Context: an optimization exercise on an open-source flow, tuned for small area, a short achievable clock period and few clock cycles. The choices shown serve that exercise and are no tape-out recipe.
The RTL was checked by simulation tests, not by an equivalence proof against the original design.
Power is estimated from default activity; no workload was simulated.

==> inputs of run D <==
// matrix_mult
module matrix_mult #(parameter DW = 8, m = 8, n = 8)(
    input clk,
    input reset,
    input [DW-1:0] data_in,
    input start,
    output [2*DW-1:0] data_out,
    output reg done
);
Settings: LEC_CHECK=0, CAP_MARGIN=20, CORE_MARGIN=2, CORE_UTILIZATION=40, PLACE_DENSITY=0.6, SETUP_SLACK_MARGIN=5, SLEW_MARGIN=20, SYNTH_HIERARCHICAL=1, SYNTH_MINIMUM_KEEP_SIZE=0; clock period 8.0 ns.
run.sh (not shown) runs the stock make flow with config.mk's settings and CLKGATE_MAP_FILE= SYNTH_SCRIPT=/design/flow/synth_recipe.tcl, a recipe that flattens the netlist after the stock synthesis.
==> run C (differences from run D) <==
Settings changed: CTS_BUF_LIST from default to sky130_fd_sc_hd__clkbuf_8, CTS_CLUSTER_SIZE from default to 40.
==> summary of the runs <==
Between run C and run D, the lower count of clock-buffer cells in the layout is in run D (gap 68).
Critical path depth is the same in run D and run C.
In run C the worst hold slack is worse than in run D, by 0.0081 ns.
Register-to-register slack is about the same in run D and run C.
Against run D, the final area of run C is lower by about 0.5%.
Between run D and run C, the lower final cell count is in run D (gap 2.9%, measured against run C).
In run D the via count is lower than in run C, by 1.7%.
In flip-flop and latch count, run D and run C do not differ.
==> figures <==
metric	run C	run D
Result of the run	finished clean	finished clean
Bufs w/o clock	73	70
Clock Latency Late Sink	0.90 ns	0.74 ns
Final layout net count	3429	3358
Total clock buffers created by CTS	200	132
Post-Route WL	91300 um	90100 um
Fin util	46.7%	47.0%
Tightest Pin Transition	1.00 ns	0.996 ns
Synthesis-to-layout area growth	15.8%	16.4%
Global router's overall resource usage	16.9%	16.7%
Switching Fraction	22.6%	21.8%
Leakage	22.3 nW	22.1 nW
Wire length on met2	43100 um	42500 um
Met1 Usage GRT	22.2%	22.3%
Count of clock-net buffers in the final layout	248	180
Setup clock skew after layout	0.0774 ns	0.0385 ns
Clock share of power	42.5%	45.0%
Testbench counts of run D, summed over its fixed seeds: cycles 6,056.
Testbench counts of run C, summed over its fixed seeds: cycles 6,056.


==> inputs of run B <==
Another version of the RTL of matrix_mult (not shown whole).
==> flow/config.mk <==
export PLATFORM = sky130hd
export DESIGN_NAME = matrix_mult
export DESIGN_NICKNAME = matrix_mult
export VERILOG_FILES = /design/flow/design.v
export SDC_FILE = /design/flow/constraint.sdc
export NUM_CORES = 4
export LEC_CHECK = 0
export CAP_MARGIN = 20
export CORE_MARGIN = 2
export CORE_UTILIZATION = 40
export PLACE_DENSITY = 0.6
export SETUP_SLACK_MARGIN = 5
export SLEW_MARGIN = 20
export SYNTH_HIERARCHICAL = 1
export SYNTH_MINIMUM_KEEP_SIZE = 0
==> flow/constraint.sdc <==
create_clock -name core_clock -period 8.0 [get_ports {clk}]
set_input_delay 1.6000 -clock core_clock [delete_from_list [all_inputs] [get_ports {clk}]]
set_output_delay 1.6000 -clock core_clock [all_outputs]
set_load 0.01 [all_outputs]
==> run P (differences from run B) <==
--- a/flow/config.mk
+++ b/flow/config.mk
@@ -9,4 +9,7 @@
 export CORE_MARGIN = 2
-export CORE_UTILIZATION = 40
-export PLACE_DENSITY = 0.6
+export CORE_UTILIZATION = 65
+export CTS_BUF_LIST = sky130_fd_sc_hd__clkbuf_16
+export CTS_CLUSTER_DIAMETER = 80
+export CTS_CLUSTER_SIZE = 30
+export PLACE_DENSITY = 0.75
 export SETUP_SLACK_MARGIN = 5
==> summary of the runs <==
Run P ran to the end with no violations. Run B passed the timing, design-rule and antenna checks.
Sequential share of layout area: run P is higher than run B (3.5 points).
In run P the routed wire length is larger than in run B, by about 2.3%.
Of run P and run B, run P has the higher core utilization (gap 25 points).
Area after synthesis is the same in run B and run P.
Against run B, the global-route usage of run P is higher by 12 points.
Between run P and run B, the lower die area is in run P (gap 38%, measured against run B).
Worst hold slack: run P is worse than run B (0.0043 ns).
Maximum frequency: run B is higher than run P (2.0%).
Of run P and run B, run P has the higher first-iteration DRC count (gap about 40%, measured against run B).
Clock power: run P is smaller than run B (about 40%).
Of run P and run B, run B has the higher clock-buffer cell count (gap 100).
Testbench counts of run B, summed over its fixed seeds: cycles 6,056.
Testbench counts of run P, summed over its fixed seeds: cycles 6,056.


==> run R: inputs <==
Another version of the RTL of matrix_mult (not shown whole).
make LEC_CHECK=0 CAP_MARGIN=20 CORE_MARGIN=2 CORE_UTILIZATION=65 CTS_BUF_LIST=sky130_fd_sc_hd__clkbuf_16 CTS_CLUSTER_DIAMETER=80 CTS_CLUSTER_SIZE=30 PLACE_DENSITY=0.75 SETUP_SLACK_MARGIN=5 SLEW_MARGIN=20 SYNTH_HIERARCHICAL=1 SYNTH_MINIMUM_KEEP_SIZE=0 finish   # period 8.0 ns
==> inputs of run K, as changes to run R <==
- CTS_CLUSTER_SIZE: 30 -> 25
==> run notes <==
status=complete, no violations; global-route wire length before repair=between 100000 and 150000 um; Switch Pwr=around 2.4 mW; setup slack, reg-to-reg=~5000 ps; Leak Pwr=roughly 15 nW; met1 Use GR=0.4246; via count=between 15k and 20k; footprint of the multi-input gates=~11000 um^2; crit share post-route=0.3740; Clock Power Share=0.303; Worst Path Arrival=~3500 ps; met3 Track Usage GR=0.06290; post-layout util=0.7069
(the above is from run R)
==> run notes <==
setup slack, reg-to-reg=~5000 ps; RR Endpoint=u_dot.st1[99]; footprint of the multi-input gates=about 11000 um^2; via count=19.77k; global-route wire length before repair=approximately 140000 um; WL met1=between 30000 and 40000 um; met1 Use GR=0.4325; met3 Track Usage GR=0.05967; met2 Use GR=0.5049; Switch Pwr=approximately 2.5 mW; WS Path Type=flop to flop; ant diodes=2; Initial Utilization=0.6589; P_comb=between 100 and 150 uW; reg2reg path depth=5; status=complete, no violations; drt total wl=~95000 um
(the above is from run K)
Testbench counts of run R, summed over its fixed seeds: cycles 6,056.
Testbench counts of run K, summed over its fixed seeds: cycles 6,056.


==> run X <==
matrix_mult, a different RTL version from the one above (not shown whole).
clock: 8.0 ns
lec_check: 0
cap_margin: 20
core_margin: 2
core_utilization: 40
place_density: 0.6
slew_margin: 20
==> inputs of run F, as changes to run X <==
Settings changed: SETUP_SLACK_MARGIN set to 5.
==> run notes <==
Run status: run F no timing/DRC/antenna violations; run X no timing/DRC/antenna violations
Number of buffers added for setup after CTS: run F 65; run X 0
RSZ-0062 raised after global routing: run F true; run X false
Clock power share: run F 34.6%; run X 36.5%
Violation count after the first detailed-routing iteration: run F 1050; run X 966
Final #Nets: run F 3711; run X 3619
Met2 usage in global routing: run F 28.5%; run X 26.5%
Final worst hold slack: run F 300 ps; run X 305 ps
GR Layer Usage met1: run F 23.0%; run X 21.7%
Detailed-route wire length: run F 88200 um; run X 80900 um
Maximum net fanout on the critical path: run F 3; run X 8
Worst reg2reg startpoint: run F arow[25]; run X arow[0]
Power density normalized to cell area: run F 319 nW/um2; run X 309 nW/um2
Max frequency: run F 240 MHz; run X 220 MHz
Gates resized, CTS repair: run F 175; run X 0
Skew-Pair Late Insertion Delay: run F 710 ps; run X 690 ps
P_clk: run F 5.38 mW; run X 5.28 mW
Tightest slew margin relative to the limit: run F 32.8%; run X 34.5%
Layout buffer count excluding clock buffers: run F 126; run X 35
VDD IR-drop max: run F 0.408 mV; run X 0.321 mV
Fraction of area in registers: run F 51.2%; run X 53.0%
GRT Overall Usage: run F 17.4%; run X 16.1%
Switching part of the total power: run F 28.1%; run X 26.9%
Detailed Place HPWL: run F 65700 um; run X 61900 um
Testbench counts of run X, summed over its fixed seeds: cycles 6,024.
Testbench counts of run F, summed over its fixed seeds: cycles 6,024.


==> run a: inputs <==
matrix_mult, a different RTL version from the one above (not shown whole).
export LEC_CHECK = 0
export CAP_MARGIN = 20
export CORE_MARGIN = 2
export CORE_UTILIZATION = 70
export CTS_BUF_LIST = sky130_fd_sc_hd__clkbuf_16
export CTS_CLUSTER_DIAMETER = 80
export CTS_CLUSTER_SIZE = 30
export PLACE_DENSITY = 0.8
export SETUP_SLACK_MARGIN = 5
export SLEW_MARGIN = 20
export SYNTH_HIERARCHICAL = 1
export SYNTH_MINIMUM_KEEP_SIZE = 0
create_clock -name core_clock -period 8.0 [get_ports {clk}]
==> run b: changes against run a <==
CORE_UTILIZATION = 65   (was 70)
CTS_BUF_LIST = sky130_fd_sc_hd__clkbuf_8 sky130_fd_sc_hd__clkbuf_16   (was sky130_fd_sc_hd__clkbuf_16)
PLACE_DENSITY = 0.75   (was 0.8)
==> run c: changes against run a <==
CORE_UTILIZATION = 65   (was 70)
CTS_CLUSTER_SIZE = 25   (was 30)
PLACE_DENSITY = 0.75   (was 0.8)
==> comparison <==
In run c the setup slack is higher than in run a, by 150 ps. Area after synthesis is the same in run a and run b. In flip-flop and latch count, run b and run a do not differ. The highest worst hold slack belongs to run b, the lowest to run a. Clock skew: run c < run b < run a. Between run c and run b, the lower routed wire length is in run b (gap about 0.7%, measured against run b). Cell area, lowest first: run a, run b, run c. Against run a, the non-clock buffer count of run b is lower by 9.
==> figures <==
Data required time of the critical path: run b 8550 ps; run a 8520 ps; run c 8530 ps
Chip width: run b 247.8 um; run a 238.9 um; run c 247.8 um
Final worst-path cycle share: run b 0.3765; run a 0.3967; run c 0.3784
Number of cells on the critical path: run b 5; run a 4; run c 5
Overall track demand over capacity in global routing: run b 0.3011; run a 0.3622; run c 0.3037
Pin count of the biggest net entering global routing: run b 64; run a 52; run c 64
DR top layer: run b met5; run a met4; run c met4
Layout-to-synthesis area ratio: run b 1.0782x; run a 1.0749x; run c 1.0833x
Minimum setup slack among reg-to-reg paths: run b 4990 ps; run a 4830 ps; run c 4970 ps
Final Cell Area: run b 41660 sq um; run a 41530 sq um; run c 41850 sq um
Power attributed to combinational cells: run b 0.000112 W; run a 0.000122 W; run c 0.000112 W
Y dimension of the die: run b 247.8 um; run a 238.9 um; run c 247.8 um
Result of the run: run b finished clean; run a finished clean; run c finished clean
Tapcells inserted: run b 773; run a 704; run c 773
Met3 WL: run b 8943 um; run a 10040 um; run c 8653 um
Initial core utilization: run b 0.6558; run a 0.7040; run c 0.6558
Number of H-tree levels: run b 2; run a 2; run c 3
Testbench counts of run a, summed over its fixed seeds: cycles 6,056.
Testbench counts of run b, summed over its fixed seeds: cycles 6,056.
Testbench counts of run c, summed over its fixed seeds: cycles 6,056.


==> 06-28 <==
matrix_mult again, from the RTL that the note above started with.
clock: 8.0 ns
lec_check: 0
cap_margin: 20
core_margin: 2
core_utilization: 65
cts_buf_list: sky130_fd_sc_hd__clkbuf_16
cts_cluster_diameter: 80
cts_cluster_size: 30
place_density: 0.75
setup_slack_margin: 5
slew_margin: 20
synth_hierarchical: 1
synth_minimum_keep_size: 0
==> inputs of 03-14, as changes to 06-28 <==
==> flow/flow/run.sh (new file) <==
#!/bin/bash
set -euo pipefail
sed 's/SETUP_SLACK_MARGIN=[0-9.]*/SETUP_SLACK_MARGIN=5.15/' standard.sh > standard_tight.sh
grep -q 'SETUP_SLACK_MARGIN=5.15' standard_tight.sh
bash standard_tight.sh > standard_tight.log 2>&1
==> flow/standard.sh (new file) <==
#!/bin/bash
# synth_recipe.tcl (not shown) runs the flow's synth.tcl, then flattens the netlist and writes it again
# the make line also repeats each setting of config.mk as NAME=value (left out here)
make -C /OpenROAD-flow-scripts/flow DESIGN_CONFIG=/design/flow/config.mk WORK_HOME=/design/flow/orfs CLKGATE_MAP_FILE= SYNTH_SCRIPT=/design/flow/synth_recipe.tcl "${@:-finish}"
CTS_CLUSTER_SIZE = 25   (was 30)
removed: flow/run.sh
==> qor summary <==
|  | 06-28 | 03-14 |
|---|---|---|
| Worst slew slack as a fraction of its limit | 34.2% | 24.2% |
| Final Util | 70.7% | 72.0% |
| Fin Clk Skew | 0.0499 ns | 0.0744 ns |
| Part of the total power dissipated in sequential elements | 68.1% | 67.1% |
| Outcome | finished clean | finished clean |
| GR Layer Usage met1 | 40.8% | 42.3% |
| Fin cells | 3158 | 3208 |
| Average wire length per cell after detail routing | 28.7 um | 31.1 um |
| Final worst slack | 4.99 ns | 4.91 ns |
| CP Max Fanout | 8 | 5 |
| Setup crit end | u_dot.st1[5]$_DFF_P_ | u_dot.st1[62]$_DFF_P_ |
| Clock transition at the registers of the reported paths | 0.11 ns | 0.10 ns |
| Arrival time at the worst endpoint | 3.57 ns | 3.60 ns |
| Share of the clock period used by the worst path | 37.7% | 38.6% |
| Worst R2R Setup Slack | 4.99 ns | 4.91 ns |
| Fraction of area in registers | 65.8% | 64.7% |
| Synthesis-to-layout area growth | 7.82% | 9.76% |
| Pre-antenna DRT Iters | 12 | 15 |
| Vias in the first global route | 19900 | 20800 |
| Beginning of the worst hold path | bl[58][1]$_DFF_P_ | bl[10][2]$_DFF_P_ |
| Total met2 wirelength after detailed routing | 42000 um | 46800 um |
| Final Wtd Congestion | 1.02 | 1.09 |
| Share of the final layout cell area in multi-input gates | 26.4% | 26.8% |
| Leakage power | 14.9 nW | 15.2 nW |
| Routing usage on met2 | 48.4% | 53.2% |
Testbench counts of 06-28, summed over its fixed seeds: cycles 6,056.
Testbench counts of 03-14, summed over its fixed seeds: cycles 6,056.

-- re-timing with driven ports --
No port has a modelled driver above. Below, the same layouts with a new extraction and two added sets of constraints.
Step 1 assumes that a clkbuf_16 drives the clock port and a buf_2 every other input.
Step 2 times the ports against the registers' clock, not the clock port: input delays grow and output delays shrink by t, the midpoint of the rising clock arrivals with the driver on.
Three values: ideal, step 1, step 2; two values: the first two.
run	t (ns)	slack for setup (ns)	worst setup path at the end	latest minus earliest clock arrival (ns)	worst slew at a driven data input, ns
run D of note 1	0.795	4.994 / 4.994 / 4.994	register to register	0.043 / 0.044	0.06
run C of note 1	0.921	4.993 / 4.993 / 4.993	register to register	0.086 / 0.087	0.06
run B of note 2	0.744	5.024 / 5.024 / 4.845	input to register	0.038 / 0.038	0.06
run P of note 2	0.704	4.965 / 4.965 / 4.861	input to register	0.060 / 0.061	0.08
run R	0.709	5.008 / 5.008 / 4.949	input to register	0.036 / 0.036	0.05
run K	0.698	5.000 / 5.000 / 4.845	input to register	0.032 / 0.031	0.05
run X	0.739	3.445 / 3.445 / 3.445	register to register	0.030 / 0.030	0.04
run F	0.748	3.841 / 3.841 / 3.841	register to register	0.043 / 0.043	0.03
run a of note 5	0.713	4.827 / 4.827 / 4.827	register to register	0.065 / 0.065	0.06
run b of note 5	0.708	4.988 / 4.988 / 4.931	input to register	0.062 / 0.061	0.06
run c of note 5	0.695	4.973 / 4.973 / 4.969	input to register	0.038 / 0.039	0.06
06-28	0.708	4.988 / 4.988 / 4.931	input to register	0.062 / 0.061	0.06
03-14	0.720	4.908 / 4.908 / 4.866	input to register	0.080 / 0.080	0.06
After both steps setup and hold are still met in every run listed. For run B of note 2, which loses most, drivers alone change the setup slack by 0.000 ns; drivers and shift together by -0.179 ns.
